What follows belongs to an exercise in optimizing a design on an open flow for small area and a short achievable clock period; a production flow would make more cautious choices.

==> module index_updator_fast, before the edit <==
module index_updator_fast (
    input  logic [6:0] idx,
    input  logic [2:0] code,
    output logic [6:0] idx_next
);
    logic [6:0] dn, u2, u4, u6, u8;
    assign dn = (idx == 7'd0)  ? 7'd0  : idx - 7'd1;
    assign u2 = (idx >= 7'd87) ? 7'd88 : idx + 7'd2;
    assign u4 = (idx >= 7'd85) ? 7'd88 : idx + 7'd4;
    assign u6 = (idx >= 7'd83) ? 7'd88 : idx + 7'd6;
    assign u8 = (idx >= 7'd81) ? 7'd88 : idx + 7'd8;
    assign idx_next = code[2] ? (code[1] ? (code[0] ? u8 : u6) : (code[0] ? u4 : u2)) : dn;
endmodule
==> module Subsystem, before the edit <==
module Subsystem
          (clk,
           reset_x,
           clk_enable,
           in1,
           ce_out,
           Out1,
           Out2);
  input   clk;
  input   reset_x;
  input   clk_enable;
  input   signed [15:0] in1;
  output  ce_out;
  output  signed [15:0] Out1;
  output  signed [3:0] Out2;
  logic [15:0] enc_x;       
  logic        enc_v;       
  logic [3:0]  enc_code;    
  logic        enc_vo;      
  logic [6:0]  enc_idx;     
  logic [15:0] enc_pre;     
  logic        pflag;       
  logic [15:0] pre;         
  assign pflag = enc_pre[15] & ~|enc_pre[14:0];
  assign pre   = {enc_pre[15:1], enc_pre[0] | pflag};
  logic [14:0] es;
  step_rom enc_rom (.idx(enc_idx), .step(es));
  logic [15:0] s0, sh1, sh2, sh3;    
  assign s0  = {1'b0, es};
  assign sh1 = {2'b0, es[14:1]};
  assign sh2 = {3'b0, es[14:2]};
  assign sh3 = {4'b0, es[14:3]};
  logic [16:0] ex, ex1;
  pfa2 #(17) u_e (.a({enc_x[15], enc_x}), .b(~{enc_pre[15], enc_pre}), .s0(ex1), .s1(ex));
  logic sgn;
  assign sgn = pflag ? ex1[16] : ex[16];
  logic [15:0] nm;
  assign nm = pflag ? (ex1[16] ? 16'hfffe : ~ex1[15:0]) : (ex[16] ? ex1[15:0] : ~ex[15:0]);
  logic c1, c2, c3, c4, c5, c6, c7;
  logic k1, k2, k4;
  pco #(16) u_c1 (.a(nm), .b(sh2), .co(k1));
  pco #(16) u_c2 (.a(nm), .b(sh1), .co(k2));
  pco #(16) u_c4 (.a(nm), .b(s0),  .co(k4));
  assign c1 = ~k1;
  assign c2 = ~k2;
  assign c4 = ~k4;
  logic [15:0] sa, ca, sb, cb, sc, cc, sd, cd;
  logic        ka, kb, kc, kd;
  csa #(16) u_ra (.a(nm), .b(s0),  .c(sh2), .s(sa), .cy(ca));           
  pco #(16) u_c5 (.a(sa), .b({ca[14:0], 1'b0}), .co(ka));
  assign c5 = ~(ka | ca[15]);
  csa #(16) u_rb (.a(sa), .b({ca[14:0], 1'b0}), .c(sh1), .s(sb), .cy(cb));  
  pco #(16) u_c7 (.a(sb), .b({cb[14:0], 1'b0}), .co(kb));
  assign c7 = ~(kb | ca[15] | cb[15]);
  csa #(16) u_rc (.a(nm), .b(sh1), .c(sh2), .s(sc), .cy(cc));          
  pco #(16) u_c3 (.a(sc), .b({cc[14:0], 1'b0}), .co(kc));
  assign c3 = ~(kc | cc[15]);
  csa #(16) u_rd (.a(nm), .b(s0),  .c(sh1), .s(sd), .cy(cd));           
  pco #(16) u_c6 (.a(sd), .b({cd[14:0], 1'b0}), .co(kd));
  assign c6 = ~(kd | cd[15]);
  logic b2, b1, b0;
  assign b2 = c4;
  assign b1 = b2 ? c6 : c2;
  assign b0 = b2 ? (b1 ? c7 : c5) : (b1 ? c3 : c1);
  logic [15:0] msk;
  assign msk = {16{sgn}};
  logic [15:0] q1, q2, q3, r1, r2, r3, pn;
  logic        pn_co;
  csa #(16) u_p1 (.a(pre), .b(sh3 ^ msk), .c((s0 & {16{b2}}) ^ msk), .s(q1), .cy(r1));
  csa #(16) u_p2 (.a(q1), .b({r1[14:0], sgn}), .c((sh1 & {16{b1}}) ^ msk), .s(q2), .cy(r2));
  csa #(16) u_p3 (.a(q2), .b({r2[14:0], sgn}), .c((sh2 & {16{b0}}) ^ msk), .s(q3), .cy(r3));
  pfa #(16) u_p (.a(q3), .b({r3[14:0], sgn}), .ci(sgn), .s(pn), .co(pn_co));
  logic [6:0] e_idx_n;
  index_updator_fast enc_iu (.idx(enc_idx), .code({b2, b1, b0}), .idx_next(e_idx_n));
  always_ff @(posedge clk) begin
    if (reset_x) begin
      enc_x    <= 16'd0;
      enc_v    <= 1'b0;
      enc_code <= 4'd0;
      enc_vo   <= 1'b0;
      enc_idx  <= 7'd0;
      enc_pre  <= 16'd0;
    end else begin
      enc_x    <= in1;
      enc_v    <= clk_enable;
      enc_code <= {sgn, b2, b1, b0};
      enc_vo   <= enc_v;
      enc_idx  <= e_idx_n;
      enc_pre  <= pn;
    end
  end
  logic [3:0]  dec_code;    
  logic        dec_en;
  logic [6:0]  dec_idx;
  logic [16:0] dec_sum;     
  logic [15:0] dec_out;     
  always_comb begin
    if (dec_sum[16] != dec_sum[15])        dec_out = dec_sum[16] ? 16'h8001 : 16'h7fff;
    else if (dec_sum[15:0] == 16'h8000)    dec_out = 16'h8001;
    else                                   dec_out = dec_sum[15:0];
  end
  logic [6:0]  d_idx_n;
  index_updator dec_iu (.idx(dec_idx), .code(dec_code[2:0]), .idx_next(d_idx_n));
  logic [3:0]  cn;
  assign cn = enc_vo ? enc_code : 4'd0;
  logic [14:0] ds;
  step_rom dec_rom (.idx(d_idx_n), .step(ds));
  logic [15:0] t0, t1, t2, t3;
  assign t0 = {4'd0, ds[14:3]};
  assign t1 = cn[2] ? {1'b0, ds} : 16'd0;
  assign t2 = cn[1] ? {2'd0, ds[14:1]} : 16'd0;
  assign t3 = cn[0] ? {3'd0, ds[14:2]} : 16'd0;
  logic [15:0] cs1, cc1, cs2, cc2, dqn;
  logic        dq_co;
  csa #(16) u_d1 (.a(t0), .b(t1), .c(t2), .s(cs1), .cy(cc1));
  csa #(16) u_d2 (.a(cs1), .b({cc1[14:0], 1'b0}), .c(t3), .s(cs2), .cy(cc2));
  pfa #(16) u_dq (.a(cs2), .b({cc2[14:0], 1'b0}), .ci(1'b0), .s(dqn), .co(dq_co));
  logic [15:0] dq;          
  logic [16:0] sm;
  logic        sm_co;
  pfa #(17) u_o (.a({dec_out[15], dec_out}), .b({dq[15], dq} ^ {17{dec_code[3]}}), .ci(dec_code[3]),
                 .s(sm), .co(sm_co));
  always_ff @(posedge clk) begin
    if (reset_x) begin
      dec_code <= 4'd0;
      dec_en   <= 1'b0;
      dec_idx  <= 7'd0;
      dec_sum  <= 17'd0;
      dq       <= 16'd0;
    end else begin
      dec_code <= cn;
      dec_en   <= enc_vo;
      dec_idx  <= d_idx_n;
      dec_sum  <= dec_en ? sm : 17'd0;
      dq       <= dqn;
    end
  end
  assign Out1   = dec_out;
  assign Out2   = enc_code;
  assign ce_out = clk_enable;
endmodule
clock: 15.0 ns
lec_check: 0
abc_area: 1
cap_margin: 50
core_margin: 2
core_utilization: 40
setup_slack_margin: 5
slew_margin: 70
run.sh (not shown) runs the stock make flow with config.mk's settings and CLKGATE_MAP_FILE= SYNTH_SCRIPT=/design/flow/synth_recipe.tcl, a recipe that flattens the netlist after the stock synthesis.
Next try:
--- a/flow/design.v
+++ b/flow/design.v
@@ -471,17 +471,4 @@
     end
 endmodule
-module index_updator_fast (
-    input  logic [6:0] idx,
-    input  logic [2:0] code,
-    output logic [6:0] idx_next
-);
-    logic [6:0] dn, u2, u4, u6, u8;
-    assign dn = (idx == 7'd0)  ? 7'd0  : idx - 7'd1;
-    assign u2 = (idx >= 7'd87) ? 7'd88 : idx + 7'd2;
-    assign u4 = (idx >= 7'd85) ? 7'd88 : idx + 7'd4;
-    assign u6 = (idx >= 7'd83) ? 7'd88 : idx + 7'd6;
-    assign u8 = (idx >= 7'd81) ? 7'd88 : idx + 7'd8;
-    assign idx_next = code[2] ? (code[1] ? (code[0] ? u8 : u6) : (code[0] ? u4 : u2)) : dn;
-endmodule
 module pfa #(parameter W = 16) (
     input  logic [W-1:0] a,
@@ -640,15 +627,17 @@
   assign c2 = ~k2;
   assign c4 = ~k4;
-  logic [15:0] sa, ca, sb, cb, sc, cc, sd, cd;
+  logic [15:0] ts12;
+  logic        ts12_co;
+  pfa #(16) u_t3 (.a(sh1), .b(sh2), .ci(1'b0), .s(ts12), .co(ts12_co));
+  logic [15:0] sa, ca, sb, cb, sd, cd;
   logic        ka, kb, kc, kd;
   csa #(16) u_ra (.a(nm), .b(s0),  .c(sh2), .s(sa), .cy(ca));           
   pco #(16) u_c5 (.a(sa), .b({ca[14:0], 1'b0}), .co(ka));
   assign c5 = ~(ka | ca[15]);
-  csa #(16) u_rb (.a(sa), .b({ca[14:0], 1'b0}), .c(sh1), .s(sb), .cy(cb));  
+  csa #(16) u_rb (.a(nm), .b(s0), .c(ts12), .s(sb), .cy(cb));            
   pco #(16) u_c7 (.a(sb), .b({cb[14:0], 1'b0}), .co(kb));
-  assign c7 = ~(kb | ca[15] | cb[15]);
-  csa #(16) u_rc (.a(nm), .b(sh1), .c(sh2), .s(sc), .cy(cc));          
-  pco #(16) u_c3 (.a(sc), .b({cc[14:0], 1'b0}), .co(kc));
-  assign c3 = ~(kc | cc[15]);
+  assign c7 = ~(kb | cb[15]);
+  pco #(16) u_c3 (.a(nm), .b(ts12), .co(kc));                            
+  assign c3 = ~kc;
   csa #(16) u_rd (.a(nm), .b(s0),  .c(sh1), .s(sd), .cy(cd));           
   pco #(16) u_c6 (.a(sd), .b({cd[14:0], 1'b0}), .co(kd));
@@ -660,12 +649,12 @@
   logic [15:0] msk;
   assign msk = {16{sgn}};
-  logic [15:0] q1, q2, q3, r1, r2, r3, pn;
+  logic [15:0] v, q1, q2, r1, r2, pn;
   logic        pn_co;
+  assign v = b1 ? (b0 ? ts12 : sh1) : (b0 ? sh2 : 16'd0);               
   csa #(16) u_p1 (.a(pre), .b(sh3 ^ msk), .c((s0 & {16{b2}}) ^ msk), .s(q1), .cy(r1));
-  csa #(16) u_p2 (.a(q1), .b({r1[14:0], sgn}), .c((sh1 & {16{b1}}) ^ msk), .s(q2), .cy(r2));
-  csa #(16) u_p3 (.a(q2), .b({r2[14:0], sgn}), .c((sh2 & {16{b0}}) ^ msk), .s(q3), .cy(r3));
-  pfa #(16) u_p (.a(q3), .b({r3[14:0], sgn}), .ci(sgn), .s(pn), .co(pn_co));
+  csa #(16) u_p2 (.a(q1), .b({r1[14:0], sgn}), .c(v ^ msk), .s(q2), .cy(r2));
+  pfa #(16) u_p (.a(q2), .b({r2[14:0], sgn}), .ci(sgn), .s(pn), .co(pn_co));
   logic [6:0] e_idx_n;
-  index_updator_fast enc_iu (.idx(enc_idx), .code({b2, b1, b0}), .idx_next(e_idx_n));
+  index_updator enc_iu (.idx(enc_idx), .code({b2, b1, b0}), .idx_next(e_idx_n));
   always_ff @(posedge clk) begin
     if (reset_x) begin
@@ -695,21 +684,18 @@
     else                                   dec_out = dec_sum[15:0];
   end
+  logic [14:0] ds;
+  step_rom dec_rom (.idx(dec_idx), .step(ds));
   logic [6:0]  d_idx_n;
   index_updator dec_iu (.idx(dec_idx), .code(dec_code[2:0]), .idx_next(d_idx_n));
-  logic [3:0]  cn;
-  assign cn = enc_vo ? enc_code : 4'd0;
-  logic [14:0] ds;
-  step_rom dec_rom (.idx(d_idx_n), .step(ds));
   logic [15:0] t0, t1, t2, t3;
   assign t0 = {4'd0, ds[14:3]};
-  assign t1 = cn[2] ? {1'b0, ds} : 16'd0;
-  assign t2 = cn[1] ? {2'd0, ds[14:1]} : 16'd0;
-  assign t3 = cn[0] ? {3'd0, ds[14:2]} : 16'd0;
-  logic [15:0] cs1, cc1, cs2, cc2, dqn;
+  assign t1 = dec_code[2] ? {1'b0, ds} : 16'd0;
+  assign t2 = dec_code[1] ? {2'd0, ds[14:1]} : 16'd0;
+  assign t3 = dec_code[0] ? {3'd0, ds[14:2]} : 16'd0;
+  logic [15:0] cs1, cc1, cs2, cc2, dq;
   logic        dq_co;
   csa #(16) u_d1 (.a(t0), .b(t1), .c(t2), .s(cs1), .cy(cc1));
   csa #(16) u_d2 (.a(cs1), .b({cc1[14:0], 1'b0}), .c(t3), .s(cs2), .cy(cc2));
-  pfa #(16) u_dq (.a(cs2), .b({cc2[14:0], 1'b0}), .ci(1'b0), .s(dqn), .co(dq_co));
-  logic [15:0] dq;          
+  pfa #(16) u_dq (.a(cs2), .b({cc2[14:0], 1'b0}), .ci(1'b0), .s(dq), .co(dq_co));
   logic [16:0] sm;
   logic        sm_co;
@@ -722,11 +708,9 @@
       dec_idx  <= 7'd0;
       dec_sum  <= 17'd0;
-      dq       <= 16'd0;
     end else begin
-      dec_code <= cn;
+      dec_code <= enc_vo ? enc_code : 4'd0;
       dec_en   <= enc_vo;
       dec_idx  <= d_idx_n;
       dec_sum  <= dec_en ? sm : 17'd0;
-      dq       <= dqn;
     end
   end
What happened:
- via count falls by 2.7%
- routed wire length goes up by 0.75%
- final area drops by 6.9%
- area after synthesis shrinks by 6.7%
- worst hold slack is better by 0.0093 ns
- die area is lower by 6.6%
- register-to-register slack loses 0.79 ns
- fmax is lower by 8.8%
No functional check of the RTL was part of any run of this note.

[what the ideal ports hide]
No port has a modelled driver above. Below, the same layouts with a new extraction and two added sets of constraints.
Step 1 assumes that a clkbuf_16 drives the clock port and a buf_2 every other input.
Step 2 also shifts input and output timing later by t, the mid clock arrival at the registers, as if the neighbouring blocks saw the same clock.
a / b / c = no drivers / after step 1 / after step 2; a / b = the first two.
run | shift t [ns] | slack for setup (ns) | worst setup path after step 2
the first run | 0.415 | 6.843 / 6.843 / 6.843 | register to register
the second run | 0.391 | 6.052 / 6.052 / 6.052 | register to register
After both steps every run listed still meets setup and hold.
